Source: an optimization exercise on an open RTL-to-GDS flow (aim: small area). Production flows keep margins and buffers that such runs may drop.
In this exercise RTL edits were held to simulation tests only and were not proved equivalent to the original.
Power is estimated from default activity; no workload was simulated.

`config.mk`:
```
export PLATFORM = sky130hd
export DESIGN_NAME = Digtal_Top
export DESIGN_NICKNAME = Digtal_Top
export VERILOG_FILES = /design/flow/design.v
export SDC_FILE = /design/flow/constraint.sdc
export NUM_CORES = 4
export LEC_CHECK = 0
export CAP_MARGIN = 20
export CORE_MARGIN = 2
export CORE_UTILIZATION = 40
export PLACE_DENSITY = 0.6
export SLEW_MARGIN = 20
```
`constraint.sdc`:
```
create_clock -name core_clock -period 5.0 [get_ports {CLOCK_Digtal}]
set_input_delay 1.0000 -clock core_clock [delete_from_list [all_inputs] [get_ports {CLOCK_Digtal}]]
set_output_delay 1.0000 -clock core_clock [all_outputs]
set_load 0.01 [all_outputs]
```
`design.v`:
```
module Digtal_Top(
	input 			CLOCK_Digtal,
	input 			RST,
	input 			Rx,
	input 			CS,
	output [7:0]	Out_Data,
	output [7:0]	RAM_Data_In,
	output [30:0]	RAM_RDADD,
	output [30:0]	RAM_WRADD,
	output 			RAM_RDEN,
	output 			RAM_WREN,
	input [7:0]		RAM_Q
	);
	reg 		b;
	wire 		tick = ~b;
	reg [3:0]	z;		 
	reg [7:0]	cnt;	 
	reg 		en;		 
	reg 		good;	 
	reg [7:0]	data;	 
	wire 		det  = z[3];
	wire 		hi   = cnt[7] & cnt[4];			 
	wire 		post = hi & (cnt[2:0] != 3'd0) & (cnt[2:0] != 3'd6);
	wire 		at144 = hi & (cnt[2:0] == 3'd0);
	wire 		samp = (cnt[3:0] == 4'd0) & (cnt[7:4] != 4'd0) & ~hi;
	reg [1:0]	cs_s;	 
	reg [2:0]	c;		 
	reg [5:0]	r;		 
	reg [5:0]	s;		 
	reg 		en_send;
	reg [7:0]	out;
	reg [30:0]	wradd;
	reg [30:0]	rdadd;
	wire 		frame = r[5] | r[4] | r[3] | r[2];			 
	wire 		wr_on = good & frame & hi & (((cnt[2:0] == 3'd3) & ~b) | (cnt[2:0] == 3'd4));
	reg 		ev9;	 
	wire 		ev8   = good & hi & (cnt[2:0] == 3'd4) & ~b;
	wire 		r_last = (r == 6'd49);
	wire 		done  = ev9 & frame & r_last;
	wire 		en_send_n = en_send | done;
	wire 		cs_rise = cs_s[0] & ~cs_s[1];
	wire 		cs_fall = ~cs_s[0] & cs_s[1];
	wire 		s_full = s[5] & s[4] & s[1];				 
	wire 		s_hdr = (s[5:2] == 4'd0);
	wire 		is_eb = (data == 8'hEB);
	wire 		is_90 = (data == 8'h90);
	always @(posedge CLOCK_Digtal) begin
		if (RST) begin
			b <= 1'b0;
			z <= 4'd0;
			cnt <= 8'd0;
			en <= 1'b0;
		end else begin
			b <= ~b;
			if (tick) begin
				if (Rx)
					z <= 4'd0;
				else if (!z[3])
					z <= z + 1'b1;
				if (en | (post & ~det))
					cnt <= cnt + 1'b1;
				else
					cnt <= 8'd0;
				if (en)
					en <= ~at144;
				else
					en <= det;
			end
		end
	end
	always @(posedge CLOCK_Digtal) begin
		if (tick & en & at144)
			good <= Rx;
		if (tick & en & samp)
			data <= {Rx, data[7:1]};
	end
	wire 		wr_inc = ev9 & frame;
	wire 		rd_inc = (c == 3'd7);
	wire [31:0]	wt, rt;
	assign wt[0] = wr_inc;
	assign rt[0] = rd_inc;
	genvar i;
	generate for (i = 0; i < 31; i = i + 1) begin : g_add
		if (i == 16 || i == 24) begin : g_skip
			assign wt[i] = wt[i-8] & (&wradd[i-1:i-8]);
			assign rt[i] = rt[i-8] & (&rdadd[i-1:i-8]);
		end else if (i != 0) begin : g_rip
			assign wt[i] = wt[i-1] & wradd[i-1];
			assign rt[i] = rt[i-1] & rdadd[i-1];
		end
		always @(posedge CLOCK_Digtal) begin
			wradd[i] <= ~RST & (wradd[i] ^ wt[i]);
			rdadd[i] <= ~RST & (rdadd[i] ^ rt[i]);
		end
	end endgenerate
	always @(posedge CLOCK_Digtal) begin
		if (RST) begin
			cs_s <= 2'b00;
			ev9 <= 1'b0;
			c <= 3'd0;
			r <= 6'd0;
			s <= 6'd0;
			en_send <= 1'b0;
			out <= 8'd0;
		end else begin
			cs_s <= {cs_s[0], CS};
			ev9 <= ev8;
			if (ev9) begin
				if (!frame) begin
					if (is_eb)
						r <= (r == 6'd3) ? 6'd4 : 6'd1;
					else if (is_90 & (r == 6'd1 || r == 6'd2))
						r <= r + 1'b1;
					else
						r <= 6'd0;
				end else begin
					r <= r_last ? 6'd0 : r + 1'b1;
				end
			end
			if (c != 3'd0)
				c <= c + 1'b1;
			if (c == 3'd5)
				out <= RAM_Q;
			if (c == 3'd7) begin
				s <= s + 1'b1;
			end
			en_send <= en_send_n;
			if (cs_rise) begin
				if (!en_send_n)
					out <= 8'hAA;
				else if (s_hdr) begin
					out <= (s[1:0] == 2'd1 || s[1:0] == 2'd2) ? 8'h90 : 8'hEB;
					s <= s + 1'b1;
				end else
					c <= 3'd1;
			end
			if (cs_fall & s_full) begin
				en_send <= 1'b0;
				s <= 6'd0;
			end
		end
	end
	assign RAM_WREN = wr_on;
	assign RAM_RDEN = c[2] ^ (c[1] & c[0]);
	assign RAM_Data_In = data;
	assign RAM_WRADD = wradd;
	assign RAM_RDADD = rdadd;
	assign Out_Data = out;
endmodule
```
`flow/run.sh`:
```
#!/bin/bash
# Standard ORFS layout; ports are buffered with the smallest buffer and the
# clock tree is built from small clock buffers without dummy loads.
set -euo pipefail
export BUFFER_PORTS_ARGS="-buffer_cell sky130_fd_sc_hd__buf_1"
export CTS_ARGS="-sink_clustering_enable -repair_clock_nets -dont_use_dummy_load -buf_list {sky130_fd_sc_hd__clkbuf_2 sky130_fd_sc_hd__clkbuf_4 sky130_fd_sc_hd__clkbuf_8}"
bash standard.sh > standard.log 2>&1
```
`standard.sh`:
```
#!/bin/bash
# synth_recipe.tcl (not shown) runs the flow's synth.tcl, then flattens the netlist and writes it again
# the make line also repeats each setting of config.mk as NAME=value (left out here)
make -C /OpenROAD-flow-scripts/flow DESIGN_CONFIG=/design/flow/config.mk WORK_HOME=/design/flow/orfs CLKGATE_MAP_FILE= SYNTH_SCRIPT=/design/flow/synth_recipe.tcl "${@:-finish}"
```
==> impl_results.md, run 1 <==
* Clk latency of the worst-skew pair at 0.38 ns
* Synthesized area at 4800 um^2
* Initial DRC count at 150
* First-pass GRT wire length at 15.4 mm
* Die H at 114 um
* Post-synth EDFFs at 9
* Max-slew headroom at 32.5%
* Number of global-route vias before repair at 3280
* I/O pins at 92
* Total GRT Usage at 14.9%
* R2R Path Start: r[2]$_SDFFE_PP0P_
* Cell row count at 39
* Setup CP Type: reg2reg
* Leak at 0.00236 uW
* Cell taking the most area after synthesis: dfxtp_1
* Post-synth top area share at 43.0%
* Number of buffers created by CTS at 9
* Pwr Total at 1440 uW
* CTS root buffer: clkbuf_8
* Avg Cell Area, Syn at 10.8 um^2
* Synth cell count leaders: dfxtp_1 (103), ha_1 (69), nor2b_1 (62)
* Vias at 3428
* Cts hold-fix bufs at 0
* Die width at 114 um
* Initial core utilization at 41.5%
* Worst hold path cell count at 1
* Cts repair resizes at 0
* Peak VDD IR at 0.000169 V
* Async set-or-reset flop fraction in the synthesized netlist at 0%
* Arrival time worst endpoint at 4.46 ns
* Antenna cells at 0
* Met1 Usage GRT at 19.4%
* Final period utilization at 84.4%
* Worst Path Required at 5.24 ns
* Hold Crit Start: cs_s[0]$_SDFF_PP0_
* Max-cap violation count at 0
* Final hold viol count at 0
* Max clock buf depth at 2
* Placed wire-length estimate at 6.64 mm
* GR Util met3 at 3.77%
* Placed cell area at 5290 um^2
* CTS tree: done
* Initial antenna violation count at 0
* PwrDens at 266 nW/um^2
* Worst-path fanout max at 6
* Crit start category: flop
* Clock skew at 0.00926 ns
* # clock sinks at 112
* Count leader, synth: dfxtp_1
* RSZ-0062 raised after global routing: false
* Final nets at 619
* Largest cells by area after synthesis: dfxtp_1 (43%), ha_1 (18%), nor2b_1 (8.1%), edfxtp_1 (5.6%), nor2_1 (2.6%)
* Minimum clock period at 4.22 ns
* RePlAce Congestion at 0.771
* Fill cell count at 1104
* R2R Setup Slk at 0.78 ns
* Critical Path Sink Type: flop
* Post-route ant nets at 0
* Setup bufs post-CTS at 0
* Fin cells at 679
* Cell variety after synth at 43
* Die Area at 12900 um^2
* Core Util, Final at 46.8%
* Syn_nets at 527
* Clock Pin Slew Worst Setup and Hold Paths at 0.09 ns
* Length of the first detailed-routing pass in iterations at 4
* Layout area overhead at 12.8%
* Final WL at 9.18 mm
* Core Area at 11600 um^2
* Setup-failing EPs final at 0
* Hold EP: cs_s[1]$_SDFF_PP0_
* H-tree depth at 3
* PortBufs at 91
* Final instance area at 5410 um^2
* Synth warnings at 1
* Drc violations at 0
* Worst-Margin Slew at 1.00 ns
* Worst hold path type: reg2reg
* Max-slew violation count at 0
* Vias per inst at 5.05
* Dpl cells at 670
* Ratio of cells with drive above 1 in the final layout at 3.36%
* Prevailing post-synth register cell: dfxtp_1
* Worst reg2reg path depth at 20
* Reg-to-reg endpoint: wradd[22]$_DFF_P_
* Seq cells post-synth at 112
* DR WL/cell at 13.5 um
* Cell count after synthesis at 446
* Global route total overflow at 0
* Pin count of the biggest net entering global routing at 74
* Fmax at 0.237 GHz
* Sequential-to-total area share from yosys stat at 48.6%
* Busiest grt layer: met2
* Setup TNS at 0 ns
* Status: finished clean
* Met2 Usage GRT at 23.2%
state kept, by name, summed over array words and instances (netlist names), 2 cells and up:
name	cells
r	6
out	8
z	4
c	3
s	6
data	8
rdadd	31
wradd	31
cs_s	2
cnt	8
per-stage QoR:
stage	hold WS, ns	setup slack [ns]
floorplan	0.459	1.11
global placement	0.476	0.840
detailed placement	0.481	0.744
CTS	0.497	0.750
global route	0.502	0.511
finish	0.494	0.781
cells by family (layout without fill, tap and decap cells):
kind of cell / count (synthesis) / in the layout / share of synthesized area (%)
buf+inv: 24 / 114 / 1.88
flops: 112 / 112 / 48.6
mux: 11 / 11 / 2.30
simple gates: 165 / 165 / 19.3
fa+ha+maj: 69 / 69 / 18.0
xor+xnor: 19 / 19 / 3.47
compound gates: 46 / 46 / 6.47
critical path, cell delays in order, from the launching register on:
cell and delay (ns):
dfxtp_1 0.36, nor4_2 0.50, nor2b_1 0.14, ha_1 0.21, ha_1 0.19, ha_1 0.18
ha_1 0.18, ha_1 0.17, ha_1 0.18, ha_1 0.18, ha_1 0.21, nand2_1 0.08
nor3_1 0.06, ha_1 0.18, ha_1 0.18, ha_1 0.17, ha_1 0.17, ha_1 0.18
ha_1 0.18, ha_1 0.26, nor2b_1 0.12
metal layers:
layer / part of all wire, % / up-vias
met5: 0 / -
met4: 2.2 / 0
met3: 5.0 / 13
met2: 44 / 75
met1: 49 / 1610
li1: - / 1730
layout by cell type, fill, tap and decap left out, types with 11 or more instances in the layout:
cell type / synthesis / routed
xnor2_1: 12 / 12
nor2_1: 33 / 33
inv_1: 12 / 12
nor2b_1: 62 / 62
a21oi_1: 15 / 15
dfxtp_1: 103 / 103
buf_1: 2 / 90
ha_1: 69 / 69
mux2i_1: 11 / 11
nand2_1: 15 / 15
how the worst max path moves through the flow:
| stage | start | to | slack, ns | depth (start not counted) |
|---|---|---|---|---|
| after global placement | r[2]$_SDFFE_PP0P_ | wradd[22]$_DFF_P_ | 0.84 | 20 |
| after CTS | r[2]$_SDFFE_PP0P_ | wradd[22]$_DFF_P_ | 0.75 | 20 |
| after detailed placement | r[2]$_SDFFE_PP0P_ | wradd[22]$_DFF_P_ | 0.74 | 20 |
| final | r[2]$_SDFFE_PP0P_ | wradd[22]$_DFF_P_ | 0.78 | 20 |
| after floorplan | r[2]$_SDFFE_PP0P_ | wradd[22]$_DFF_P_ | 1.11 | 20 |
| after global routing | r[2]$_SDFFE_PP0P_ | wradd[22]$_DFF_P_ | 0.51 | 20 |
final cells by class:
class,count,area [um^2],area share (%)
Multi-Input combinational cell,310,2370,43.9
Tap cell,143,179,3.31
Sequential cell,112,2330,43.1
Clock buffer,9,124,2.29
Timing Repair Buffer,93,358,6.61
Inverter,12,45.0,0.832
power breakdown:
part	leakage [uW]	total, uW	internal [uW]	switching, uW
sequential	0.000912	925	914	10.5
combinational	0.00139	79.9	31.5	48.4
clock	0.0000647	435	163	273
total	0.00236	1440	1110	332
==> run 2: changes to the inputs <==
==> flow/run.sh (replaced) <==
#!/bin/bash
# Standard ORFS layout with three changes:
#  - synthesis maps logic with an area-oriented ABC script (flow/abc.script);
#    everything else in synthesis is the standard script, so the registers
#    are those of the standard synthesis
#  - ports are buffered with the smallest buffer
#  - the clock tree is built from small clock buffers without dummy loads
set -euo pipefail
here=$(pwd)
rm -rf "$here/scripts_abc"
cp -r "$FLOW_HOME/scripts" "$here/scripts_abc"
cp "$here/flow/abc.script" "$here/scripts_abc/abc_speed.script"
export BUFFER_PORTS_ARGS="-buffer_cell sky130_fd_sc_hd__buf_1"
export CTS_ARGS="-sink_clustering_enable -repair_clock_nets -dont_use_dummy_load -buf_list {sky130_fd_sc_hd__clkbuf_2 sky130_fd_sc_hd__clkbuf_4 sky130_fd_sc_hd__clkbuf_8}"
bash standard.sh SCRIPTS_DIR="$here/scripts_abc" synth > "$here/synth.log" 2>&1
bash standard.sh > "$here/standard.log" 2>&1
==> flow/abc.script (new file) <==
&get -n
&st
&deepsyn -T 20
&dch
&nf -a -R 1000
&put
topo
stime -c
==> run 2 against run 1 <==
Sequential power up 1%. Sequential cell count unchanged. Hold slack worse by 0.015 ns. Critical path depth unchanged. Largest power group unchanged. Highest routed layer unchanged.
==> impl_results.md, run 2 <==
* Die H at 111 um (-2.4%)
* Placed cell area at 5100 um^2 (-3.6%)
* Pin count of the biggest net entering global routing at 39 (-47%)
* Placed wire-length estimate at 6.34 mm (-4.5%)
* Area of the multi-input gates at 2180 um^2 (-8.3%)
* Initial core utilization at 41.5% (about the same)
* Synth warnings at 1 (unchanged)
* Worst Path Required at 5.27 ns (+0.03 ns)
* Final nets at 609 (-1.6%)
* I/O pins at 92 (unchanged)
* Setup CP Type: reg2reg
* Fmax at 0.244 GHz (+2.8%)
* Initial antenna violation count at 0 (unchanged)
* Cts hold-fix bufs at 0 (unchanged)
* Count leader, synth: dfxtp_1
* Largest regs: rdadd: 31 flops, wradd: 31 flops
* Length of the first detailed-routing pass in iterations at 4 (unchanged)
* Clock skew at 0.0220 ns (+0.0128 ns)
* Max clock buf depth at 2 (unchanged)
* Clock Pin Slew Worst Setup and Hold Paths at 0.11 ns (+0.02 ns)
* Prevailing post-synth register cell: dfxtp_1
* Status: finished clean
* Final instance area at 5220 um^2 (-3.5%)
* Sequential-to-total area share from yosys stat at 51.2% (+2.5 points)
* Post-synth top area share at 45.2% (+2.2 points)
* PwrDens at 277 nW/um^2 (+4.1%)
* Setup-failing EPs final at 0 (unchanged)
* Final hold viol count at 0 (unchanged)
* Syn_nets at 504 (-4.4%)
* Leak at 0.00228 uW (-3.6%)
* Core Area at 11000 um^2 (-5.0%)
* Setup TNS at 0 ns (unchanged)
* Worst-Margin Slew at 0.561 ns (-0.443 ns)
* Cts repair resizes at 0 (unchanged)
* Worst hold path type: reg2reg
* Critical Path Sink Type: flop
* Initial DRC count at 132 (-12%)
* Fill cell count at 1059 (-4.1%)
* CTS root buffer: clkbuf_8
* Arrival time worst endpoint at 4.38 ns (-0.08 ns)
* Synth cell count leaders: dfxtp_1 (103), ha_1 (69), nor2b_1 (62)
* Antenna cells at 0 (unchanged)
* Commonest non-fill, non-tap cell in the layout: dfxtp_1
* Vias per inst at 4.92 (-2.5%)
* Seq cells post-synth at 112 (unchanged)
* Total GRT Usage at 14.4% (-0.48 points)
* Cell row count at 38 (-2.6%)
* PortBufs at 91 (unchanged)
* Cell count after synthesis at 423 (-5.2%)
* Ratio of cells with drive above 1 in the final layout at 2.47% (-0.89 points)
* Crit start category: flop
* Post-route ant nets at 0 (unchanged)
* Worst-path fanout max at 5 (-1)
* Max-slew violation count at 0 (unchanged)
* Max-slew headroom at 62.6% (+30 points)
* Layout area overhead at 14.6%
* RSZ-0062 raised after global routing: false
* Post-synth EDFFs at 9 (unchanged)
* Max-cap violation count at 0 (unchanged)
* Global route total overflow at 0 (unchanged)
* H-tree depth at 3 (unchanged)
* Die Area at 12300 um^2 (-4.8%)
* Async set-or-reset flop fraction in the synthesized netlist at 0% (unchanged)
* Peak VDD IR at 0.000180 V (+6.4%)
* Number of global-route vias before repair at 3182 (-3.0%)
* Die width at 111 um (-2.4%)
* Avg Cell Area, Syn at 10.8 um^2 (+0.21%)
* Clk latency of the worst-skew pair at 0.38 ns (about the same)
* Largest cells by area after synthesis: dfxtp_1 (45%), ha_1 (19%), nor2b_1 (8.5%), edfxtp_1 (5.9%), nor2_1 (3.0%)
* Cell taking the most area after synthesis: dfxtp_1
* Vias at 3277 (-4.4%)
* # clock sinks at 112 (unchanged)
* Number of buffers created by CTS at 9 (unchanged)
* Final period utilization at 82.1% (-2.3 points)
* Sequential cell area at 2330 um^2 (unchanged)
* Minimum clock period at 4.10 ns (-0.116 ns)
* RePlAce Congestion at 0.818 (+6.2%)
* Synthesized area at 4560 um^2 (-5.0%)
* First-pass GRT wire length at 14.6 mm (-5.1%)
* CTS tree: done
* Setup bufs post-CTS at 0 (unchanged)
* DR WL/cell at 12.6 um (-6.7%)
* Cell variety after synth at 36 (-16%)
* Commonest non-fill, non-tap cells in the layout: dfxtp_1 (103), buf_1 (90), ha_1 (69)
* Final WL at 8.41 mm (-8.5%)
* Drc violations at 0 (unchanged)
## run 2: cell types whose count changed in the layout (fill, tap and decap cells not counted), sizes merged, moves of 5 or more
cell / previous run / this run
mux2i: 11 / 0
nor3: 9 / 18
xnor2: 12 / 7
clkinv: 0 / 13
inv: 12 / 0
## run 2: report_power, final
group	internal, uW	leakage, uW	switching [uW]
sequential	921	0.000913	17.0
clock	162	0.0000647	265
combinational	34.5	0.00130	47.3
total	1120	0.00228	330
## run 2: path summary, 6_finish.rpt
path	cells after the start	endpoint	from	slack, ns
max	20	wradd[22]$_DFF_P_	r[2]$_SDFFE_PP0P_	0.90
min	1	z[2]$_SDFFE_PP0P_	z[2]$_SDFFE_PP0P_	0.48
max reg2reg	20	wradd[22]$_DFF_P_	r[2]$_SDFFE_PP0P_	0.90
min reg2reg	1	z[2]$_SDFFE_PP0P_	z[2]$_SDFFE_PP0P_	0.48
## run 2: layout make-up
type,instances,area share [%]
sequential,112,44.6
multi-input combinational,298,41.7
timing repair buffer,94,6.99
tap,140,3.35
clock buffer,9,2.37
inverter,13,0.934
## run 2: cells by family after synthesis
group / count (synthesis) / share of synthesized area (%)
AO/OA/AOI/OAI: 43 / 6.01
XOR/XNOR: 10 / 1.92
adder cells (fa/ha/maj): 69 / 18.9
buffers and inverters: 13 / 1.07
flip-flops: 112 / 51.2
AND/OR/NAND/NOR: 176 / 20.9
## run 2: critical path, cell delays in order, from the launching register on
cell and delay, ns:
dfxtp_1 0.35, nor4_1 0.46, nor2b_1 0.11, ha_1 0.20, ha_1 0.18, ha_1 0.18
ha_1 0.18, ha_1 0.18, ha_1 0.18, ha_1 0.17, ha_1 0.21, nand3_1 0.09
nor3_1 0.07, ha_1 0.18, ha_1 0.17, ha_1 0.18, ha_1 0.18, ha_1 0.18
ha_1 0.18, ha_1 0.26, nor2b_1 0.12
## run 2: per-stage QoR
step | setup WS (ns) | power (uW) | cells | utilization, % | hold slack (ns)
3_3_place_gp | 0.933 | 1040 | 657 | 46.4 | 0.459
6_report | 0.897 | 1450 | 666 | 47.6 | 0.479
4_1_cts | 0.851 | 1480 | 666 | 47.6 | 0.481
5_1_grt | 0.596 | 1520 | 666 | 47.6 | 0.509
3_5_place_dp | 0.845 | 1040 | 657 | 46.4 | 0.458
2_1_floorplan | 1.16 | 1010 | 423 | - | 0.439
## run 2: metal layers
metal  track usage (%)  up-vias  wire [um]
met5                 0        -          0
met4              5.00        0        133
met3              4.76        9        424
met2              23.8       67       3940
met1              17.8     1515       3910
li1                  -     1686          -
==> run 3: changes to the inputs <==
==> design.v (replaced) <==
module Digtal_Top(
	input 			CLOCK_Digtal,
	input 			RST,
	input 			Rx,
	input 			CS,
	output [7:0]	Out_Data,
	output [7:0]	RAM_Data_In,
	output [30:0]	RAM_RDADD,
	output [30:0]	RAM_WRADD,
	output 			RAM_RDEN,
	output 			RAM_WREN,
	input [7:0]		RAM_Q
	);
	reg 		b;
	wire 		tick = ~b;
	reg [3:0]	z;
	reg [7:0]	cnt;
	reg [7:0]	data;
	wire 		det  = z[3];
	wire 		hi   = cnt[7] & cnt[4];
	wire 		rcv  = ~hi | (cnt[2:0] == 3'd0);
	wire 		post = hi & (cnt[2:0] != 3'd0) & (cnt[2:0] != 3'd6);
	wire 		samp = (cnt[3:0] == 4'd0) & (cnt[7:4] != 4'd0) & ~hi;
	reg good;
	reg [1:0]	cs_s;
	reg [2:0]	c;
	reg [5:0]	r;
	reg [5:0]	s;		 
	reg [7:0]	out;
	reg [30:0]	wradd;
	reg [30:0]	rdadd;
	reg 		ev9;	 
	wire 		frame = r[5] | r[4] | r[3] | r[2];
	wire 		ev8   = good & hi & (cnt[2:0] == 3'd4) & ~b;
	wire 		wr_on = good & frame & hi & (((cnt[2:0] == 3'd3) & ~b) | (cnt[2:0] == 3'd4));
	wire 		r_last = (r == 6'd49);
	wire 		done  = ev9 & frame & r_last;
	wire 		dis   = s[5] & s[4] & s[3];
	wire [5:0]	s_cur = (done & dis) ? 6'd0 : s;
	wire 		cs_rise = cs_s[0] & ~cs_s[1];
	wire 		cs_fall = ~cs_s[0] & cs_s[1];
	wire 		is_eb = (data == 8'hEB);
	wire 		is_90 = (data == 8'h90);
	always @(posedge CLOCK_Digtal) begin
		if (RST) begin
			b <= 1'b0;
			z <= 4'd0;
			cnt <= 8'd150;
		end else begin
			b <= ~b;
			if (tick) begin
				if (Rx)
					z <= 4'd0;
				else if (!z[3])
					z <= z + 1'b1;
				if (rcv) begin
					cnt <= cnt + 1'b1;
				end else if (det)
					cnt <= 8'd0;
				else if (post)
					cnt <= cnt + 1'b1;
			end
		end
	end
	always @(posedge CLOCK_Digtal) begin
		if (tick & rcv & samp)
			data <= {Rx, data[7:1]};
		if (tick & rcv & hi)
			good <= Rx;
	end
	wire 		wr_inc = ev9 & frame;
	wire 		rd_inc = (c == 3'd7);
	wire [31:0]	wt, rt;
	assign wt[0] = wr_inc;
	assign rt[0] = rd_inc;
	genvar i;
	generate for (i = 0; i < 31; i = i + 1) begin : g_add
		if (i == 16 || i == 24) begin : g_skip
			assign wt[i] = wt[i-8] & (&wradd[i-1:i-8]);
			assign rt[i] = rt[i-8] & (&rdadd[i-1:i-8]);
		end else if (i != 0) begin : g_rip
			assign wt[i] = wt[i-1] & wradd[i-1];
			assign rt[i] = rt[i-1] & rdadd[i-1];
		end
		always @(posedge CLOCK_Digtal) begin
			wradd[i] <= ~RST & (wradd[i] ^ wt[i]);
			rdadd[i] <= ~RST & (rdadd[i] ^ rt[i]);
		end
	end endgenerate
	always @(posedge CLOCK_Digtal) begin
		if (RST) begin
			cs_s <= 2'b00;
			ev9 <= 1'b0;
			c <= 3'd0;
			r <= 6'd0;
			s <= 6'd56;
			out <= 8'd0;
		end else begin
			cs_s <= {cs_s[0], CS};
			ev9 <= ev8;
			if (ev9) begin
				if (!frame) begin
					if (is_eb)
						r <= (r == 6'd3) ? 6'd4 : 6'd1;
					else if (is_90 & (r == 6'd1 || r == 6'd2))
						r <= r + 1'b1;
					else
						r <= 6'd0;
				end else
					r <= r_last ? 6'd0 : r + 1'b1;
			end
			if (c != 3'd0)
				c <= c + 1'b1;
			if (c == 3'd5)
				out <= RAM_Q;
			s <= s_cur;
			if (c == 3'd7)
				s <= s_cur + 1'b1;
			if (cs_rise) begin
				if (dis & ~done)
					out <= 8'hAA;
				else if (s_cur[5:2] == 4'd0) begin
					out <= (s_cur[1:0] == 2'd1 || s_cur[1:0] == 2'd2) ? 8'h90 : 8'hEB;
					s <= s_cur + 1'b1;
				end else
					c <= 3'd1;
			end
			if (cs_fall & s_cur[5] & s_cur[4] & s_cur[1]) begin
				s <= 6'd56;
			end
		end
	end
	assign RAM_WREN = wr_on;
	assign RAM_RDEN = c[2] ^ (c[1] & c[0]);
	assign RAM_Data_In = data;
	assign RAM_WRADD = wradd;
	assign RAM_RDADD = rdadd;
	assign Out_Data = out;
endmodule
==> run 3 against run 2 <==
Still clean on timing, DRC and antenna. Critical path depth unchanged. Worst setup slack got worse by 0.19 ns. Sequential power increased by 0.5%. Via count increased by 1.7%. Count of clock-buffer cells in the layout unchanged. Non-clock buffer count decreased by 1. Synthesized cell count increased by 1.9%. Combinational power increased by 81%. Sequential cell count decreased by 2. Fmax decreased by 4.4%. Die area increased by 0.26%. Total power increased by 4.7%. Critical path type unchanged. Largest cell class unchanged. Highest routed layer unchanged.
==> impl_results.md, run 3 <==
* Synthesized area at 4570 um^2 (+0.27%)
* Post-route ant nets at 0 (unchanged)
* Pwr Total at 1520 uW (+4.7%)
* Synth cell count leaders: dfxtp_1 (101), ha_1 (69), nor2b_1 (59)
* First-pass GRT wire length at 14.5 mm (-0.33%)
* Setup bufs post-CTS at 0 (unchanged)
* Seq pwr share at 62.2% (-2.6 points)
* Cts hold-fix bufs at 0 (unchanged)
* Prevailing post-synth register cell: dfxtp_1
* Ratio of cells with drive above 1 in the final layout at 2.25% (-0.22 points)
* Worst hold path type: reg2reg
* Initial DRC count at 134 (+1.5%)
* # clock sinks at 110 (-1.8%)
* Cell row count at 39 (+2.6%)
* Drc violations at 0 (unchanged)
* PortBufs at 91 (unchanged)
* Pin count of the biggest net entering global routing at 38 (-2.6%)
* Power share of the combinational group at 9.7% (+4.1 points)
* Synth warnings at 1 (unchanged)
* Syn_nets at 512 (+1.6%)
* Post-synth EDFFs at 9 (unchanged)
* Sw Pwr at 378 uW (+15%)
* Worst Path Required at 5.25 ns (-0.02 ns)
* Leak at 0.00233 uW (+2.4%)
* RePlAce Congestion at 0.802 (-2.1%)
* Die H at 111 um (+0.13%)
* Switching part of the total at 24.9% (+2.1 points)
* Total GRT Usage at 14.5% (about the same)
* Cell count after synthesis at 431 (+1.9%)
* Die Area at 12300 um^2 (+0.26%)
* I/O pins at 92 (unchanged)
* Final hold viol count at 0 (unchanged)
* CTS tree: done
* Minimum clock period at 4.29 ns (+0.189 ns)
* Hold EP: cs_s[1]$_SDFF_PP0_
* Vias at 3334 (+1.7%)
* Arrival time worst endpoint at 4.54 ns (+0.16 ns)
* Antenna cells at 0 (unchanged)
* RSZ-0062 raised after global routing: false
* Post-synth top area share at 44.2% (-1.0 points)
* Vias per inst at 4.93 (+0.23%)
* Setup-failing EPs final at 0 (unchanged)
* Worst reg2reg path depth at 20 (unchanged)
* Die width at 111 um (+0.13%)
* Global route total overflow at 0 (unchanged)
* Avg Cell Area, Syn at 10.6 um^2 (-1.6%)
* Crit start category: flop
* Clock skew at 0.0260 ns (+0.00400 ns)
* Fin cells at 676 (+1.5%)
* Final nets at 616 (+1.1%)
* Cts repair resizes at 0 (unchanged)
* Final period utilization at 85.8% (+3.8 points)
* Core Area at 11300 um^2 (+2.6%)
* Worst-path fanout max at 6 (+1)
* Fmax at 0.233 GHz (-4.4%)
* R2R Path Start: r[2]$_SDFFE_PP0P_
* Max-slew violation count at 0 (unchanged)
* Status: finished clean
* Number of buffers created by CTS at 9 (unchanged)
* Max-cap violation count at 0 (unchanged)
* Reg-to-reg endpoint: wradd[22]$_DFF_P_
* Largest regs: rdadd: 31 flops, wradd: 31 flops
* Worst-Margin Slew at 1.02 ns (+0.456 ns)
* Cell variety after synth at 36 (unchanged)
* Dpl cells at 667 (+1.5%)
* Initial antenna violation count at 0 (unchanged)
* CTS root buffer: clkbuf_8
* PwrDens at 290 nW/um^2 (+4.5%)
* Max-slew headroom at 31.7% (-31 points)
* Fill cell count at 1121 (+5.9%)
* Length of the first detailed-routing pass in iterations at 4 (unchanged)
* Seq cells post-synth at 110 (-1.8%)
* Placed wire-length estimate at 6.27 mm (-1.1%)
* Commonest non-fill, non-tap cells in the layout: dfxtp_1 (101), buf_1 (90), ha_1 (69)
* H-tree depth at 3 (unchanged)
* Layout area overhead at 14.4%
* Max clock buf depth at 2 (unchanged)
* Clock Pin Slew Worst Setup and Hold Paths at 0.10 ns (about the same)
* Setup TNS at 0 ns (unchanged)
* Clk latency of the worst-skew pair at 0.38 ns (about the same)
* Min Hold Slack at 0.482 ns (+0.00374 ns)
* Cell taking the most area after synthesis: dfxtp_1
* Commonest non-fill, non-tap cell in the layout: dfxtp_1
* Final WL at 8.30 mm (-1.3%)
* Worst hold path cell count at 1 (unchanged)
* DR WL/cell at 12.3 um (-2.7%)
* Critical Path Sink Type: flop
* Peak VDD IR at 0.000181 V (+0.51%)
* Number of global-route vias before repair at 3221 (+1.2%)
* Int Pwr at 1140 uW (+1.8%)
* Initial core utilization at 40.6% (-0.95 points)
* Largest cells by area after synthesis: dfxtp_1 (44%), ha_1 (19%), nor2b_1 (8.1%), edfxtp_1 (5.9%), nor2_1 (3.1%)
* Count leader, synth: dfxtp_1
* Async set-or-reset flop fraction in the synthesized netlist at 0% (unchanged)
* Hold Crit Start: cs_s[0]$_SDFF_PP0_
* R2R Setup Slk at 0.71 ns (-0.19 ns)
* Clock share of power at 28.0% (-1.6 points)
* Sequential-to-total area share from yosys stat at 50.1% (-1.0 points)
* Setup CP Type: reg2reg
## run 3: cell count changes after synthesis, sizes merged, moves of 3 or more
cell | before | now
nand2 | 15 | 22
and2 | 3 | 9
xnor2 | 7 | 10
a31oi | 3 | 6
nor3 | 18 | 14
and4 | 1 | 4
nor2b | 62 | 59
a21oi | 17 | 12
## run 3: kinds of logic after synthesis
group | Yosys count | synth area share [%]
xor+xnor | 12 | 2.30
mux | 1 | 0.219
fa+ha+maj | 69 | 18.9
flops | 110 | 50.1
simple gates | 187 | 22.2
buf+inv | 14 | 1.15
compound gates | 38 | 5.12
## run 3: power by group through the flow
stage | clock, uW | sequential (uW) | combinational [uW]
CTS | 450 | 944 | 150
floorplan | 0 | 958 | 107
detailed placement | 0 | 964 | 149
global placement | 0 | 962 | 142
global route | 483 | 950 | 174
finish | 425 | 943 | 148
## run 3: per-layer routing
metal	share of wire [%]	up-vias	global-route usage, %
met5	0	-	0
met4	1.3	0	4.50
met3	5.9	9	5.96
met2	45	64	23.2
met1	48	1557	17.8
li1	-	1704	-
## run 3: cell type report
class / instances / area (um^2) / area share, %
Sequential cell: 110 / 2290 / 43.8
Inverter: 14 / 52.6 / 1.00
Multi-Input combinational cell: 307 / 2230 / 42.6
Clock buffer: 9 / 124 / 2.37
Tap cell: 143 / 179 / 3.42
Timing Repair Buffer: 93 / 358 / 6.84
## run 3: per-stage QoR
stage,area [um^2],setup slack [ns],util (%)
after floorplan,4570,0.938,-
after global placement,5110,0.781,45.3
after detailed placement,5110,0.670,45.3
after CTS,5230,0.670,46.4
after global routing,5230,0.471,46.4
final,5230,0.709,46.4
## run 3: worst max-delay path by stage
stage	from	to	slack, ns
2_1_floorplan	r[2]$_SDFFE_PP0P_	wradd[22]$_DFF_P_	0.94
3_3_place_gp	r[2]$_SDFFE_PP0P_	wradd[22]$_DFF_P_	0.78
3_5_place_dp	r[2]$_SDFFE_PP0P_	wradd[22]$_DFF_P_	0.67
4_1_cts	r[2]$_SDFFE_PP0P_	wradd[22]$_DFF_P_	0.67
5_1_grt	r[2]$_SDFFE_PP0P_	wradd[22]$_DFF_P_	0.47
6_report	r[2]$_SDFFE_PP0P_	wradd[22]$_DFF_P_	0.71
## run 3: worst max-delay path, cell delays in order, from the launching register on
cell and delay (ns):
dfxtp_1 0.36, or4_1 0.61, and2_0 0.20, ha_1 0.18, ha_1 0.17, ha_1 0.18
ha_1 0.18, ha_1 0.18, ha_1 0.18, ha_1 0.18, ha_1 0.20, nand2_1 0.06
nor3_1 0.06, ha_1 0.18, ha_1 0.18, ha_1 0.18, ha_1 0.18, ha_1 0.18
ha_1 0.18, ha_1 0.26, nor2b_1 0.12
==> run 4: changes to the inputs <==
==> flow/run.sh (replaced) <==
#!/bin/bash
# Standard ORFS layout with three changes:
#  - synthesis maps all logic, adders included, with an area-oriented ABC
#    script (flow/abc.script) instead of extracting half adders first;
#    everything else in synthesis is the standard script, so the registers
#    are those of the standard synthesis
#  - ports are buffered with the smallest buffer
#  - the clock tree is built from small clock buffers without dummy loads
set -euo pipefail
here=$(pwd)
rm -rf "$here/scripts_abc"
cp -r "$FLOW_HOME/scripts" "$here/scripts_abc"
cp "$here/flow/abc.script" "$here/scripts_abc/abc_speed.script"
export BUFFER_PORTS_ARGS="-buffer_cell sky130_fd_sc_hd__buf_1"
export CTS_ARGS="-sink_clustering_enable -repair_clock_nets -dont_use_dummy_load -buf_list {sky130_fd_sc_hd__clkbuf_2 sky130_fd_sc_hd__clkbuf_4 sky130_fd_sc_hd__clkbuf_8}"
bash standard.sh SCRIPTS_DIR="$here/scripts_abc" ADDER_MAP_FILE= synth > "$here/synth.log" 2>&1
bash standard.sh > "$here/standard.log" 2>&1
==> flow/abc.script (replaced) <==
&get -n
&st
&deepsyn -T 20
&dch
&nf -R 1000
&put
topo
stime -c
==> run 4 against run 3 <==
Clock power down 2%. Clock skew rose by 0.0039 ns. First-iteration DRC count is 16% lower. Fmax decreased by 8.2%. Worst setup slack got worse by 0.38 ns. Global-route usage rose by 0.80 points. Cell count is 1.0% higher.
==> impl_results.md, run 4 <==
* Final period utilization at 93.5% (+7.7 points)
* DR WL/cell at 11.8 um (-3.7%)
* Commonest non-fill, non-tap cells in the layout: dfxtp_1 (100), buf_1 (90), nor3_1 (54)
* Antenna cells at 0 (unchanged)
* WP buf/inv at 0 (unchanged)
* Arrival time worst endpoint at 4.98 ns (+0.44 ns)
* Count leader, synth: dfxtp_1
* Ratio of cells with drive above 1 in the final layout at 7.45% (+5.2 points)
* Global route total overflow at 0 (unchanged)
* Cell taking the most area after synthesis: dfxtp_1
* Post-synth top area share at 49.8% (+5.6 points)
* Async set-or-reset flop fraction in the synthesized netlist at 0% (unchanged)
* Final instance area at 4850 um^2 (-7.2%)
* Placed wire-length estimate at 5.80 mm (-7.5%)
* Status: finished clean
* R2R Path Start: r[3]$_SDFFE_PP0P_
* Max-cap violation count at 0 (unchanged)
* Seq cells post-synth at 110 (unchanged)
* Core Util, Final at 49.4% (+3.0 points)
* Placed cell area at 4690 um^2 (-8.3%)
* PortBufs at 91 (unchanged)
* Cell row count at 36 (-7.7%)
* RePlAce Congestion at 0.777 (-3.0%)
* Prevailing post-synth register cell: dfxtp_1
* Cell variety after synth at 36 (unchanged)
* Core Area at 9820 um^2 (-13%)
* Setup CP Type: reg2reg
* Min Hold Slack at 0.452 ns (-0.0302 ns)
* Synth cell count leaders: dfxtp_1 (101), nor3_1 (56), a21oi_1 (54)
* Setup bufs post-CTS at 0 (unchanged)
* Worst reg2reg path depth at 24 (+20%)
* Syn_nets at 446 (-13%)
* Worst hold path cell count at 1 (unchanged)
* R2R Setup Slk at 0.33 ns (-0.38 ns)
* CTS root buffer: clkbuf_8
* Dpl cells at 674 (+1.0%)
* Minimum clock period at 4.67 ns (+0.383 ns)
* Hold Crit Start: out[4]$_SDFF_PP0_
* Stages on the worst setup path at 24 (+20%)
* Post-route ant nets at 0 (unchanged)
* Critical Path Sink Type: flop
* PwrDens at 281 nW/um^2 (-3.0%)
* Fin cells at 683 (+1.0%)
* Layout area overhead at 19.6%
* CTS tree: done
* Die Area at 11000 um^2 (-11%)
* Initial core utilization at 41.3% (+0.75 points)
* H-tree depth at 3 (unchanged)
* Worst Path Required at 5.30 ns (+0.05 ns)
* Vias at 3449 (+3.4%)
* Crit start category: flop
* Worst-path fanout max at 5 (-1)
* # clock sinks at 110 (unchanged)
* Dpl ws at 0.0105 ns (-0.660 ns)
* Fmax at 0.214 GHz (-8.2%)
* Cts repair resizes at 0 (unchanged)
* Synthesized area at 4060 um^2 (-11%)
* Avg Cell Area, Syn at 9.35 um^2 (-12%)
* Total GRT Usage at 15.3% (+0.80 points)
* Pin count of the biggest net entering global routing at 58 (+53%)
* Delay-heaviest family, CP: simple AND/OR/NAND/NOR gates
* Post-synth EDFFs at 9 (unchanged)
* Worst Slack Setup Final at 0.326 ns (-0.383 ns)
* Length of the first detailed-routing pass in iterations at 4 (unchanged)
* First-pass GRT wire length at 13.8 mm (-5.2%)
* Initial antenna violation count at 0 (unchanged)
* Number of global-route vias before repair at 3126 (-2.9%)
* Clock Pin Slew Worst Setup and Hold Paths at 0.10 ns (about the same)
* Cell count after synthesis at 434 (+0.70%)
* Commonest non-fill, non-tap cell in the layout: dfxtp_1
* Max-slew violation count at 0 (unchanged)
* Max clock buf depth at 2 (unchanged)
* Leak at 0.00181 uW (-22%)
* Cts hold-fix bufs at 0 (unchanged)
* Worst hold path type: reg2reg
* Worst-Margin Slew at 0.628 ns (-0.389 ns)
* Hold EP: out[4]$_SDFF_PP0_
* Setup-failing EPs final at 0 (unchanged)
* Largest regs: rdadd: 31 flops, wradd: 31 flops
* I/O pins at 92 (unchanged)
* Largest cells by area after synthesis: dfxtp_1 (50%), nor3_1 (6.9%), a21oi_1 (6.7%), edfxtp_1 (6.7%), nor2_1 (4.9%)
* Max-slew headroom at 57.9% (+26 points)
* Synth warnings at 1 (unchanged)
* Slowest CP cell: dfxtp_1
* Largest stage delay on the critical path at 0.34 ns (-0.27 ns)
* Vias per inst at 5.05 (+2.4%)
* Final nets at 564 (-8.4%)
* Die width at 105 um (-5.6%)
* Initial DRC count at 112 (-16%)
* Peak VDD IR at 0.000183 V (+1.0%)
* Clk latency of the worst-skew pair at 0.36 ns (-0.02 ns)
* Final WL at 8.07 mm (-2.7%)
* Sequential-to-total area share from yosys stat at 56.5% (+6.4 points)
* CP most frequent cell: and3_1
* Final hold viol count at 0 (unchanged)
* Drc violations at 0 (unchanged)
* Critical path, cell by cell: nor2_2 -> nand2_1 -> and3_1 -> and2_0 -> and3_1 -> and2_0 -> and3_4 -> and2_0 -> and3_1 -> and2_0 -> and3_1 -> and2_0 -> and3_4 -> and2_2 -> and3_1 -> and2_4 -> and3_1 -> and2_2 -> and3_1 -> and2_4 -> and3_1 -> and2_4 -> and3_1 -> nor3_2
* Number of buffers created by CTS at 9 (unchanged)
* Clock skew at 0.0299 ns (+0.00391 ns)
* Reg-to-reg endpoint: wradd[30]$_DFF_P_
* Die H at 105 um (-5.6%)
run 4: cell types whose count changed after synthesis, sizes merged, moves of 20 or more:
cell   previous run  this run
nor2b            59         3
a21oi            12        54
nor3             14        56
o21a              0        22
and3              8        28
ha               69         0
run 4: worst max-delay path by stage:
stage / startpoint / endpoint
4_1_cts: r[2]$_SDFFE_PP0P_ / wradd[30]$_DFF_P_
3_5_place_dp: r[2]$_SDFFE_PP0P_ / wradd[30]$_DFF_P_
2_1_floorplan: r[2]$_SDFFE_PP0P_ / wradd[30]$_DFF_P_
3_3_place_gp: r[2]$_SDFFE_PP0P_ / wradd[30]$_DFF_P_
5_1_grt: r[3]$_SDFFE_PP0P_ / wradd[30]$_DFF_P_
6_report: r[3]$_SDFFE_PP0P_ / wradd[30]$_DFF_P_
run 4: worst register-to-register path: stages (launching register included):
cell and delay, ns:
dfxtp_1 0.34, nor2_2 0.12, nand2_1 0.08, and3_1 0.20, and2_0 0.17, and3_1 0.20
and2_0 0.18, and3_4 0.19, and2_0 0.16, and3_1 0.20, and2_0 0.16, and3_1 0.20
and2_0 0.18, and3_4 0.19, and2_2 0.22, and3_1 0.21, and2_4 0.18, and3_1 0.20
and2_2 0.22, and3_1 0.21, and2_4 0.18, and3_1 0.20, and2_4 0.18, and3_1 0.19
nor3_2 0.09
run 4: cell type report:
type / count / area (um^2)
repair buffers: 107 / 463
flip-flops and latches: 110 / 2290
well taps: 133 / 166
clock buffers: 9 / 124
fillers: 997 / 4970
multi-input cells: 321 / 1800
inverters: 3 / 11.3
run 4: logic make-up (layout without fill, tap and decap cells):
group / Yosys count / in the layout / share of synthesized area, %
simple gates: 213 / 213 / 26.8
xor+xnor: 3 / 3 / 0.648
flops: 110 / 110 / 56.5
compound gates: 105 / 105 / 15.8
buf+inv: 3 / 119 / 0.278
run 4: metal layers:
| metal | share of wire, % | up-vias | wire length, um | global-route usage, % |
|---|---|---|---|---|
| li1 | - | 1811 | - | - |
| met1 | 46 | 1555 | 3690 | 17.5 |
| met2 | 46 | 69 | 3750 | 25.8 |
| met3 | 5.2 | 14 | 419 | 5.30 |
| met4 | 2.6 | 0 | 212 | 6.38 |
| met5 | 0 | - | 0 | 0 |
run 4: per-stage QoR:
step | total power (uW) | setup TNS [ns]
after floorplan | 948 | 0
after global placement | 968 | 0
after detailed placement | 969 | 0
after CTS | 1390 | 0
after global routing | 1430 | -0.00168
final | 1360 | 0
run 4: power breakdown:
part           internal [uW]  leakage [uW]  switching (uW)
Combinational           17.3      0.000848            29.1
Clock                    162     0.0000647             253
Sequential               894      0.000897            8.18
Total                   1070       0.00181             290
==> run 5: changes to the inputs <==
--- a/design.v
+++ b/design.v
@@ -70,15 +70,17 @@
 	end
 	wire 		wr_inc = ev9 & frame;
 	wire 		rd_inc = (c == 3'd7);
+	reg 		wcy, rcy;
 	wire [31:0]	wt, rt;
-	assign wt[0] = wr_inc;
-	assign rt[0] = rd_inc;
 	genvar i;
 	generate for (i = 0; i < 31; i = i + 1) begin : g_add
-		if (i == 16 || i == 24) begin : g_skip
-			assign wt[i] = wt[i-8] & (&wradd[i-1:i-8]);
-			assign rt[i] = rt[i-8] & (&rdadd[i-1:i-8]);
-		end else if (i != 0) begin : g_rip
+		if (i == 0) begin : g_lo
+			assign wt[i] = wr_inc;
+			assign rt[i] = rd_inc;
+		end else if (i == 16) begin : g_hi
+			assign wt[i] = wcy;
+			assign rt[i] = rcy;
+		end else begin : g_rip
 			assign wt[i] = wt[i-1] & wradd[i-1];
 			assign rt[i] = rt[i-1] & rdadd[i-1];
 		end
@@ -87,6 +89,10 @@
 			rdadd[i] <= ~RST & (rdadd[i] ^ rt[i]);
 		end
 	end endgenerate
+	always @(posedge CLOCK_Digtal) begin
+		wcy <= ~RST & wt[15] & wradd[15];
+		rcy <= ~RST & rt[15] & rdadd[15];
+	end
 	always @(posedge CLOCK_Digtal) begin
 		if (RST) begin
 			cs_s <= 2'b00;
==> run 5 against run 4 <==
Register-to-register slack better by 1.6 ns. Critical path type unchanged. Routed wire length is 2.9% higher. Highest routed layer unchanged. Synthesized cell count is 1.2% higher. Core utilization is 2.3 points lower. Largest power group unchanged.
==> impl_results.md, run 5 <==
* Global route total overflow at 0 (unchanged)
* Synthesized area at 4120 um^2 (+1.5%)
* Arrival time worst endpoint at 3.32 ns (-1.66 ns)
* Initial core utilization at 40.6% (-0.71 points)
* Synth Area in Adders at 0% (unchanged)
* Placed wire-length estimate at 6.00 mm (+3.4%)
* Length of the first detailed-routing pass in iterations at 4 (unchanged)
* Critical path, cell by cell: and3_1 -> and3_1 -> and3_1 -> and3_1 -> and3_1 -> and2_0 -> and3_1 -> and2_0 -> and3_1 -> and3_1 -> nor3_1
* Async set-or-reset flop fraction in the synthesized netlist at 0% (unchanged)
* Cell row count at 37 (+2.8%)
* First-pass GRT wire length at 14.2 mm (+3.1%)
* CTS root buffer: clkbuf_8
* WP buf/inv at 0 (unchanged)
* Status: finished clean
* Prevailing post-synth register cell: dfxtp_1
* Pin count of the biggest net entering global routing at 45 (-22%)
* Drc violations at 0 (unchanged)
* CP most frequent cell: and3_1
* Slowest CP cell: dfxtp_1
* Post-synth EDFFs at 9 (unchanged)
* Core Util, Final at 47.1% (-2.3 points)
* Fin cells at 678 (-0.73%)
* Dpl cells at 669 (-0.74%)
* Worst hold path type: reg2reg
* Largest cells by area after synthesis: dfxtp_1 (50%), nor3_1 (6.9%), a21oi_1 (6.7%), edfxtp_1 (6.6%), and3_1 (4.9%)
* Crit start category: flop
* H-tree depth at 3 (unchanged)
* Die H at 105 um (+0.71%)
* Max-slew violation count at 0 (unchanged)
* Layout area overhead at 16.0%
* Worst Path Required at 5.21 ns (-0.09 ns)
* Cts hold-fix bufs at 0 (unchanged)
* Peak VDD IR at 0.000159 V (-13%)
* Final period utilization at 62.0% (-31 points)
* Die width at 105 um (+0.71%)
* CTS tree: done
* Largest family of logic cells by synthesized area: simple AND/OR/NAND/NOR gates
* Delay-heaviest family, CP: simple AND/OR/NAND/NOR gates
* Initial antenna violation count at 0 (unchanged)
* Largest stage delay on the critical path at 0.45 ns (+0.11 ns)
* Setup bufs post-CTS at 0 (unchanged)
* Core Area at 10100 um^2 (+3.2%)
* Cell count after synthesis at 439 (+1.2%)
* RePlAce Congestion at 0.745 (-4.2%)
* Max-cap violation count at 0 (unchanged)
* Seq cells post-synth at 112 (+1.8%)
* Post-route ant nets at 0 (unchanged)
* Initial DRC count at 160 (+43%)
* Largest regs: rdadd: 31 flops, wradd: 31 flops
* Worst hold path cell count at 1 (unchanged)
* Mux cell area share after synthesis at 0% (unchanged)
* # clock sinks at 112 (+1.8%)
* Commonest non-fill, non-tap cells in the layout: dfxtp_1 (103), buf_1 (90), nor3_1 (57)
* PortBufs at 91 (unchanged)
* Stages on the worst setup path at 11 (-54%)
* Syn_nets at 451 (+1.1%)
* Commonest non-fill, non-tap cell in the layout: dfxtp_1
* Setup-failing EPs final at 0 (unchanged)
* Setup TNS at 0 ns (unchanged)
* PwrDens at 292 nW/um^2 (+3.9%)
* Post-synthesis xor/xnor area fraction at 1.49% (+0.84 points)
* Worst-Margin Slew at 0.879 ns (+0.251 ns)
* Cell taking the most area after synthesis: dfxtp_1
* Clock Pin Slew Worst Setup and Hold Paths at 0.10 ns (about the same)
* Setup CP Type: reg2reg
* Vias at 3413 (-1.0%)
* Max clock buf depth at 2 (unchanged)
* Final hold viol count at 0 (unchanged)
* Synth cell count leaders: dfxtp_1 (103), nor3_1 (57), a21oi_1 (55)
* Clock skew at 0.0295 ns (-0.000417 ns)
* Synth Area in Compound Gates at 15.0% (-0.81 points)
* RSZ-0062 raised after global routing: false
* Simple-gate share of the synthesized area at 26.8% (about the same)
* Post-synth top area share at 50.1% (+0.25 points)
* I/O pins at 92 (unchanged)
* Minimum clock period at 3.10 ns (-1.57 ns)
* Pwr Total at 1390 uW (+2.2%)
* Cts repair resizes at 0 (unchanged)
* DR WL/cell at 12.2 um (+3.6%)
* Final nets at 556 (-1.4%)
* R2R Setup Slk at 1.90 ns (+1.57 ns)
* Number of buffers created by CTS at 9 (unchanged)
* Fmax at 0.322 GHz (+51%)
* Avg Cell Area, Syn at 9.38 um^2 (+0.32%)
* Cell variety after synth at 31 (-14%)
* Synth warnings at 1 (unchanged)
* Max-slew headroom at 41.4% (-17 points)
* Die Area at 11100 um^2 (+1.4%)
* Clk latency of the worst-skew pair at 0.36 ns (about the same)
* Ratio of cells with drive above 1 in the final layout at 2.40% (-5.1 points)
* Count leader, synth: dfxtp_1
* Sequential-to-total area share from yosys stat at 56.7% (+0.15 points)
* Antenna cells at 0 (unchanged)
* Worst-path fanout max at 8 (+3)
* Critical Path Sink Type: flop
* Total GRT Usage at 15.3% (+0.082 points)
* Worst reg2reg path depth at 11 (-54%)
* Leak at 0.00175 uW (-3.2%)
* Number of global-route vias before repair at 3136 (+0.32%)
* Final WL at 8.30 mm (+2.9%)
* Vias per inst at 5.03 (-0.31%)
run 5: path summary, 6_finish.rpt:
path,endpoint,from
worst max-delay path,rdadd[15]$_DFF_P_,c[1]$_SDFF_PP0_
worst min-delay path,cs_s[1]$_SDFF_PP0_,cs_s[0]$_SDFF_PP0_
worst max register to register,rdadd[15]$_DFF_P_,c[1]$_SDFF_PP0_
worst min register to register,cs_s[1]$_SDFF_PP0_,cs_s[0]$_SDFF_PP0_
run 5: cells by family (layout without fill, tap and decap cells):
kind of cell | Yosys count | in the layout
flip-flops | 112 | 112
AO/OA/AOI/OAI | 103 | 103
XOR/XNOR | 7 | 7
AND/OR/NAND/NOR | 216 | 216
buffers and inverters | 1 | 104
run 5: per-stage QoR:
stage | worst slack, ns | hold WS (ns) | area (um^2)
CTS | 1.91 | 0.477 | 4780
finish | 1.90 | 0.473 | 4780
floorplan | 2.25 | 0.445 | 4120
detailed placement | 1.92 | 0.464 | 4650
global placement | 2.02 | 0.461 | 4650
global route | 1.49 | 0.496 | 4780
run 5: worst register-to-register path, delay by kind of cell, from the launching register on:
family        cells  cell delay, ns
simple gates     11            2.52
flops             1            0.45
run 5: where the power goes:
group / switching (uW) / internal (uW) / leakage [uW]
logic: 32.2 / 20.2 / 0.000774
clock network: 258 / 163 / 0.0000647
registers: 10.2 / 911 / 0.000913
total: 300 / 1090 / 0.00175
run 5: metal layers:
layer | vias up | part of all wire [%] | global-route usage, %
met3 | 6 | 3.8 | 3.22
met2 | 68 | 47 | 26.5
li1 | 1798 | - | -
met5 | - | 0 | 0
met4 | 0 | 0.92 | 4.57
met1 | 1541 | 48 | 19.2
run 5: final cells by class:
type / count / area [um^2]
clock buffer: 9 / 124
fill: 978 / 5360
tap: 136 / 170
multi-input combinational: 326 / 1780
timing repair buffer: 94 / 365
inverter: 1 / 3.75
sequential: 112 / 2330
==> run 6: changes to the inputs <==
==> flow/abc.script (replaced) <==
&get -n
&st
&deepsyn -J 50 -T 100
&dch -f
&nf -R 1000
&put
topo
stime -c
==> run 6 against run 5 <==
Non-clock buffer count down 1. Critical endpoint is now wradd[15]$_DFF_P_. Still clean. Synthesized area down 0.33%. Die area down 0.32%. Sequential power about the same. Sequential cell count unchanged.
==> impl_results.md, run 6 <==
* Status: finished clean
* Critical path, cell by cell: or4_1 -> and3_1 -> and3_1 -> and3_1 -> and3_1 -> and2_0 -> and3_1 -> and2_0 -> and3_1 -> and3_1 -> a21oi_1 -> o21a_1
* Fill cell count at 946 (-3.3%)
* Largest regs: rdadd: 31 flops, wradd: 31 flops
* Max-slew violation count at 0 (unchanged)
* Die width at 105 um (-0.16%)
* Placed wire-length estimate at 6.01 mm (+0.16%)
* Max-cap violation count at 0 (unchanged)
* Count leader, synth: dfxtp_1
* Antenna cells at 0 (unchanged)
* Clock skew at 0.0296 ns (+0.0000987 ns)
* Synth cell count leaders: dfxtp_1 (103), a21oi_1 (60), nor3_1 (52)
* Commonest non-fill, non-tap cells in the layout: dfxtp_1 (103), buf_1 (90), a21oi_1 (60)
* Cts repair resizes at 0 (unchanged)
* Ratio of cells with drive above 1 in the final layout at 2.24% (-0.16 points)
* Area of the multi-input gates at 1760 um^2 (-1.2%)
* Setup bufs post-CTS at 0 (unchanged)
* Die Area at 11100 um^2 (-0.32%)
* Fmax at 0.300 GHz (-6.9%)
* Commonest non-fill, non-tap cell in the layout: dfxtp_1
* Delay-heaviest family, CP: simple AND/OR/NAND/NOR gates
* Initial core utilization at 41.6% (+0.99 points)
* Setup-failing EPs final at 0 (unchanged)
* Synthesized area at 4100 um^2 (-0.33%)
* Cell variety after synth at 37 (+19%)
* Cell row count at 36 (-2.7%)
* Sequential cell area at 2330 um^2 (unchanged)
* Cell taking the most area after synthesis: dfxtp_1
* RePlAce Congestion at 0.782 (+5.0%)
* Pin count of the biggest net entering global routing at 41 (-8.9%)
* Prevailing post-synth register cell: dfxtp_1
* Largest cells by area after synthesis: dfxtp_1 (50%), a21oi_1 (7.3%), edfxtp_1 (6.6%), nor3_1 (6.3%), and3_1 (5.2%)
* Vias per inst at 5.20 (+3.2%)
* CTS tree: done
* Final hold viol count at 0 (unchanged)
* Cts hold-fix bufs at 0 (unchanged)
* Setup TNS at 0 ns (unchanged)
* Die H at 105 um (-0.16%)
* Seq cells post-synth at 112 (unchanged)
* Setup CP Type: reg2reg
* Post-synth top area share at 50.3% (+0.17 points)
* Length of the first detailed-routing pass in iterations at 4 (unchanged)
* WP buf/inv at 0 (unchanged)
* DR WL/cell at 12.5 um (+2.2%)
* PwrDens at 292 nW/um^2 (about the same)
* Avg Cell Area, Syn at 9.48 um^2 (+1.0%)
* Arrival time worst endpoint at 3.64 ns (+0.32 ns)
* PortBufs at 91 (unchanged)
* Final period utilization at 66.6% (+4.6 points)
* Post-synth EDFFs at 9 (unchanged)
* Final nets at 549 (-1.3%)
* Leak at 0.00188 uW (+7.5%)
* Global route total overflow at 0 (unchanged)
* Drc violations at 0 (unchanged)
* Slowest CP cell: or4_1
* Post-route ant nets at 0 (unchanged)
* Crit start category: flop
* Async set-or-reset flop fraction in the synthesized netlist at 0% (unchanged)
* Worst hold path type: reg2reg
* I/O pins at 92 (unchanged)
* First-pass GRT wire length at 13.9 mm (-2.0%)
* Total GRT Usage at 15.1% (-0.20 points)
* # clock sinks at 112 (unchanged)
* Worst-Margin Slew at 1.02 ns (+0.141 ns)
* CP most frequent cell: and3_1
* Peak VDD IR at 0.000123 V (-23%)
* Core Area at 9860 um^2 (-2.7%)
* Initial DRC count at 105 (-34%)
* Critical Path Sink Type: flop
* Initial antenna violation count at 0 (unchanged)
* Max-slew headroom at 31.5% (-9.9 points)
* Layout area overhead at 15.8%
* Cell count after synthesis at 433 (-1.4%)
* Vias at 3471 (+1.7%)
* Largest stage delay on the critical path at 0.59 ns (+0.14 ns)
* Syn_nets at 445 (-1.3%)
* Final WL at 8.36 mm (+0.67%)
* Clock Pin Slew Worst Setup and Hold Paths at 0.10 ns (about the same)
* Clk latency of the worst-skew pair at 0.36 ns (about the same)
* Number of buffers created by CTS at 9 (unchanged)
* Worst-path fanout max at 5 (-3)
* Max clock buf depth at 2 (unchanged)
* RSZ-0062 raised after global routing: false
* Number of global-route vias before repair at 3116 (-0.64%)
* CTS root buffer: clkbuf_8
* H-tree depth at 3 (unchanged)
* Minimum clock period at 3.33 ns (+0.229 ns)
* Worst Path Required at 5.31 ns (+0.10 ns)
* Synth warnings at 1 (unchanged)
* Sequential-to-total area share from yosys stat at 56.8% (+0.19 points)
* Core Util, Final at 48.2% (+1.1 points)
## run 6: cell types whose count changed after synthesis, sizes merged, moves of 3 or more
cell    before  now
o22ai        0    3
nor2b        7    4
nand2       23   19
a21oi       55   60
o21bai       4   25
o21a        25    3
nor2        53   45
xor2         5    1
nor3        57   52
## run 6: area by class of cell
| cell class | count | share of cell area, % |
|---|---|---|
| clock buffer | 9 | 2.61 |
| inverter | 3 | 0.237 |
| multi-input combinational | 318 | 37.0 |
| sequential | 112 | 49.1 |
| tap | 133 | 3.50 |
| timing repair buffer | 93 | 7.53 |
## run 6: power breakdown
part           switching, uW  internal [uW]  total [uW]
Sequential              8.32            911         919
Clock                    256            163         418
Combinational           28.9           20.1        49.1
Total                    293           1090        1390
## run 6: path summary, 6_finish.rpt
path / from / endpoint / slack [ns] / depth (start not counted)
worst max register to register: r[2]$_SDFFE_PP0P_ / wradd[15]$_DFF_P_ / 1.67 / 12
worst min register to register: wradd[15]$_DFF_P_ / wcy$_DFF_P_ / 0.47 / 2
worst min-delay path: wradd[15]$_DFF_P_ / wcy$_DFF_P_ / 0.47 / 2
worst max-delay path: r[2]$_SDFFE_PP0P_ / wradd[15]$_DFF_P_ / 1.67 / 12
## run 6: cell families (layout without fill, tap and decap cells)
family,count (synthesis),after routing,share of synthesized area [%]
simple gates,200,200,25.3
xor+xnor,4,4,0.854
flops,112,112,56.8
mux,1,1,0.244
compound gates,113,113,16.5
buf+inv,3,105,0.274
## run 6: routing by layer
layer	global-route usage, %	up-vias	wire [um]	share of wire (%)
met1	19.4	1571	3930	47
met2	23.4	88	3680	44
met5	0	-	0	0
met3	3.96	22	510	6.1
met4	7.81	0	242	2.9
li1	-	1790	-	-
## run 6: stage by stage
stage                     total power (uW)  setup WS (ns)  hold slack (ns)  cell area, um^2  instances
after CTS                             1410           1.65            0.472             4750        668
after floorplan                        966           1.93            0.445             4100        433
after global placement                 988           1.77            0.450             4630        659
after detailed placement               989           1.69            0.456             4630        659
after global routing                  1450           1.38            0.492             4750        668
final                                 1390           1.67            0.469             4750        668
## run 6: worst register-to-register path, cell delays in order, from the launching register on
cell	delay, ns
dfxtp_1	0.36
or4_1	0.59
and3_1	0.26
and3_1	0.22
and3_1	0.23
and3_1	0.21
and2_0	0.21
and3_1	0.23
and2_0	0.22
and3_1	0.26
and3_1	0.23
a21oi_1	0.14
o21a_1	0.12
==> run 7: changes to the inputs <==
--- a/flow/run.sh
+++ b/flow/run.sh
@@ -12,6 +12,6 @@
 cp -r "$FLOW_HOME/scripts" "$here/scripts_abc"
 cp "$here/flow/abc.script" "$here/scripts_abc/abc_speed.script"
 export BUFFER_PORTS_ARGS="-buffer_cell sky130_fd_sc_hd__buf_1"
-export CTS_ARGS="-sink_clustering_enable -repair_clock_nets -dont_use_dummy_load -buf_list {sky130_fd_sc_hd__clkbuf_2 sky130_fd_sc_hd__clkbuf_4 sky130_fd_sc_hd__clkbuf_8}"
+export CTS_ARGS="-sink_clustering_enable -repair_clock_nets -dont_use_dummy_load -sink_clustering_size 20 -buf_list {sky130_fd_sc_hd__clkbuf_8}"
 bash standard.sh SCRIPTS_DIR="$here/scripts_abc" ADDER_MAP_FILE= synth > "$here/synth.log" 2>&1
 bash standard.sh > "$here/standard.log" 2>&1
==> run 7 against run 6 <==
Critical endpoint unchanged. Sequential cell count stayed put. Cell count did not move. Fmax did not move. Routed wire length unchanged. Global-route usage did not move. Cell area is the same. Largest power group unchanged.
==> impl_results.md, run 7 <==
* Cell row count at 36 (unchanged)
* Initial DRC count at 105 (unchanged)
* R2R Setup Slk at 1.67 ns (about the same)
* Length of the first detailed-routing pass in iterations at 4 (unchanged)
* Seq pwr share at 66.3% (about the same)
* Worst-path fanout max at 5 (unchanged)
* Post-route ant nets at 0 (unchanged)
* Worst Setup EP: wradd[15]$_DFF_P_
* CTS tree: done
* Pin count of the biggest net entering global routing at 41 (unchanged)
* Placed wire-length estimate at 6.01 mm (unchanged)
* Antenna cells at 0 (unchanged)
* Clk latency of the worst-skew pair at 0.36 ns (about the same)
* Worst-Margin Slew at 1.02 ns (unchanged)
* CTS root buffer: clkbuf_8
* Leak at 0.00188 uW (unchanged)
* Cts repair resizes at 0 (unchanged)
* R2R Path Start: r[2]$_SDFFE_PP0P_
* Largest regs: rdadd: 31 flops, wradd: 31 flops
* Final instance area at 4750 um^2 (unchanged)
* I/O pins at 92 (unchanged)
* Cell count after synthesis at 433 (unchanged)
* Seq cells post-synth at 112 (unchanged)
* Setup bufs post-CTS at 0 (unchanged)
* Dpl cells at 659 (unchanged)
* Final nets at 549 (unchanged)
* Die width at 105 um (unchanged)
* Ratio of cells with drive above 1 in the final layout at 2.24% (unchanged)
* Max-cap violation count at 0 (unchanged)
* Commonest non-fill, non-tap cells in the layout: dfxtp_1 (103), buf_1 (90), a21oi_1 (60)
* Vias per inst at 5.20 (unchanged)
* Initial core utilization at 41.6% (unchanged)
* Critical Path Sink Type: flop
* Clock share of power at 30.2% (about the same)
* Reg-to-reg endpoint: wradd[15]$_DFF_P_
* Arrival time worst endpoint at 3.64 ns (about the same)
* PwrDens at 292 nW/um^2 (unchanged)
* Initial antenna violation count at 0 (unchanged)
* Fmax at 0.300 GHz (unchanged)
* DR WL/cell at 12.5 um (unchanged)
* Power share of the combinational group at 3.5% (about the same)
* Setup TNS at 0 ns (unchanged)
* Prevailing post-synth register cell: dfxtp_1
* Sequential-to-total area share from yosys stat at 56.8% (unchanged)
* Cell taking the most area after synthesis: dfxtp_1
* Drc violations at 0 (unchanged)
* Syn_nets at 445 (unchanged)
* Max-slew headroom at 31.5% (unchanged)
* First-pass GRT wire length at 13.9 mm (unchanged)
* Die Area at 11100 um^2 (unchanged)
* Final WL at 8.36 mm (unchanged)
* Crit start category: flop
* Layout area overhead at 15.8% (unchanged)
* Vias at 3471 (unchanged)
* Int Pwr at 1090 uW (unchanged)
* Minimum clock period at 3.33 ns (unchanged)
* Synthesized area at 4100 um^2 (unchanged)
* Status: finished clean
* Final period utilization at 66.6% (unchanged)
* Setup CP Type: reg2reg
* Number of global-route vias before repair at 3116 (unchanged)
* Setup-failing EPs final at 0 (unchanged)
* Post-synth EDFFs at 9 (unchanged)
* Clock skew at 0.0296 ns (unchanged)
* # clock sinks at 112 (unchanged)
* Clock Pin Slew Worst Setup and Hold Paths at 0.10 ns (about the same)
* Cts hold-fix bufs at 0 (unchanged)
* Worst Setup SP: r[2]$_SDFFE_PP0P_
* Placed cell area at 4630 um^2 (unchanged)
* Total GRT Usage at 15.1% (unchanged)
* RSZ-0062 raised after global routing: false
[run 7: cell counts after synthesis]
No cell type changed its count.
[run 7: critical path: stages, from the launching register on]
cell	delay, ns
dfxtp_1	0.36
or4_1	0.59
and3_1	0.26
and3_1	0.22
and3_1	0.23
and3_1	0.21
and2_0	0.21
and3_1	0.23
and2_0	0.22
and3_1	0.26
and3_1	0.23
a21oi_1	0.14
o21a_1	0.12
[run 7: how the worst min path moves through the flow]
stage                       from                end  slack (ns)  cells past startpoint
2_1_floorplan        rcy$_DFF_P_  rdadd[16]$_DFF_P_        0.45                      1
3_3_place_gp   wradd[15]$_DFF_P_        wcy$_DFF_P_        0.45                      2
3_5_place_dp   wradd[15]$_DFF_P_        wcy$_DFF_P_        0.46                      2
4_1_cts        wradd[15]$_DFF_P_        wcy$_DFF_P_        0.47                      2
5_1_grt        wradd[15]$_DFF_P_        wcy$_DFF_P_        0.49                      2
6_report       wradd[15]$_DFF_P_        wcy$_DFF_P_        0.47                      2
[run 7: power by group through the flow]
| stage | combinational (uW) | sequential (uW) | clock, uW |
|---|---|---|---|
| after floorplan | 27.4 | 939 | 0 |
| after global placement | 48.1 | 939 | 0 |
| after detailed placement | 49.2 | 940 | 0 |
| after CTS | 49.5 | 919 | 439 |
| after global routing | 56.4 | 921 | 474 |
| final | 49.1 | 919 | 418 |
[run 7: final cells by class]
type	count	area, um^2
Clock buffer	9	124
Fill cell	946	5110
Inverter	3	11.3
Multi-Input combinational cell	318	1760
Sequential cell	112	2330
Tap cell	133	166
Timing Repair Buffer	93	358
[run 7: routing by layer]
layer | GRT usage [%] | up-vias | routed length (um)
met5 | 0 | - | 0
met4 | 7.81 | 0 | 242
met3 | 3.96 | 22 | 510
met2 | 23.4 | 88 | 3680
met1 | 19.4 | 1571 | 3930
li1 | - | 1790 | -
[run 7: metrics by stage]
| stage | util (%) | hold WS [ns] | setup WS (ns) | power (uW) |
|---|---|---|---|---|
| final | 48.2 | 0.469 | 1.67 | 1390 |
| after global placement | 46.9 | 0.450 | 1.77 | 988 |
| after global routing | 48.2 | 0.492 | 1.38 | 1450 |
| after floorplan | - | 0.445 | 1.93 | 966 |
| after CTS | 48.2 | 0.472 | 1.65 | 1410 |
| after detailed placement | 46.9 | 0.456 | 1.69 | 989 |
[run 7: kinds of logic (layout without fill, tap and decap cells)]
group,after synthesis,after routing,share of synthesized area (%)
compound gates,113,113,16.5
mux,1,1,0.244
flops,112,112,56.8
simple gates,200,200,25.3
buf+inv,3,105,0.274
xor+xnor,4,4,0.854

Check on run 7: ideal ports give 1.670 ns setup slack; a clkbuf_16 on the clock port and buf_2 on the inputs give 1.670 ns; moving port delays by the midpoint clock arrival (0.374 ns) as well gives 1.670 ns.
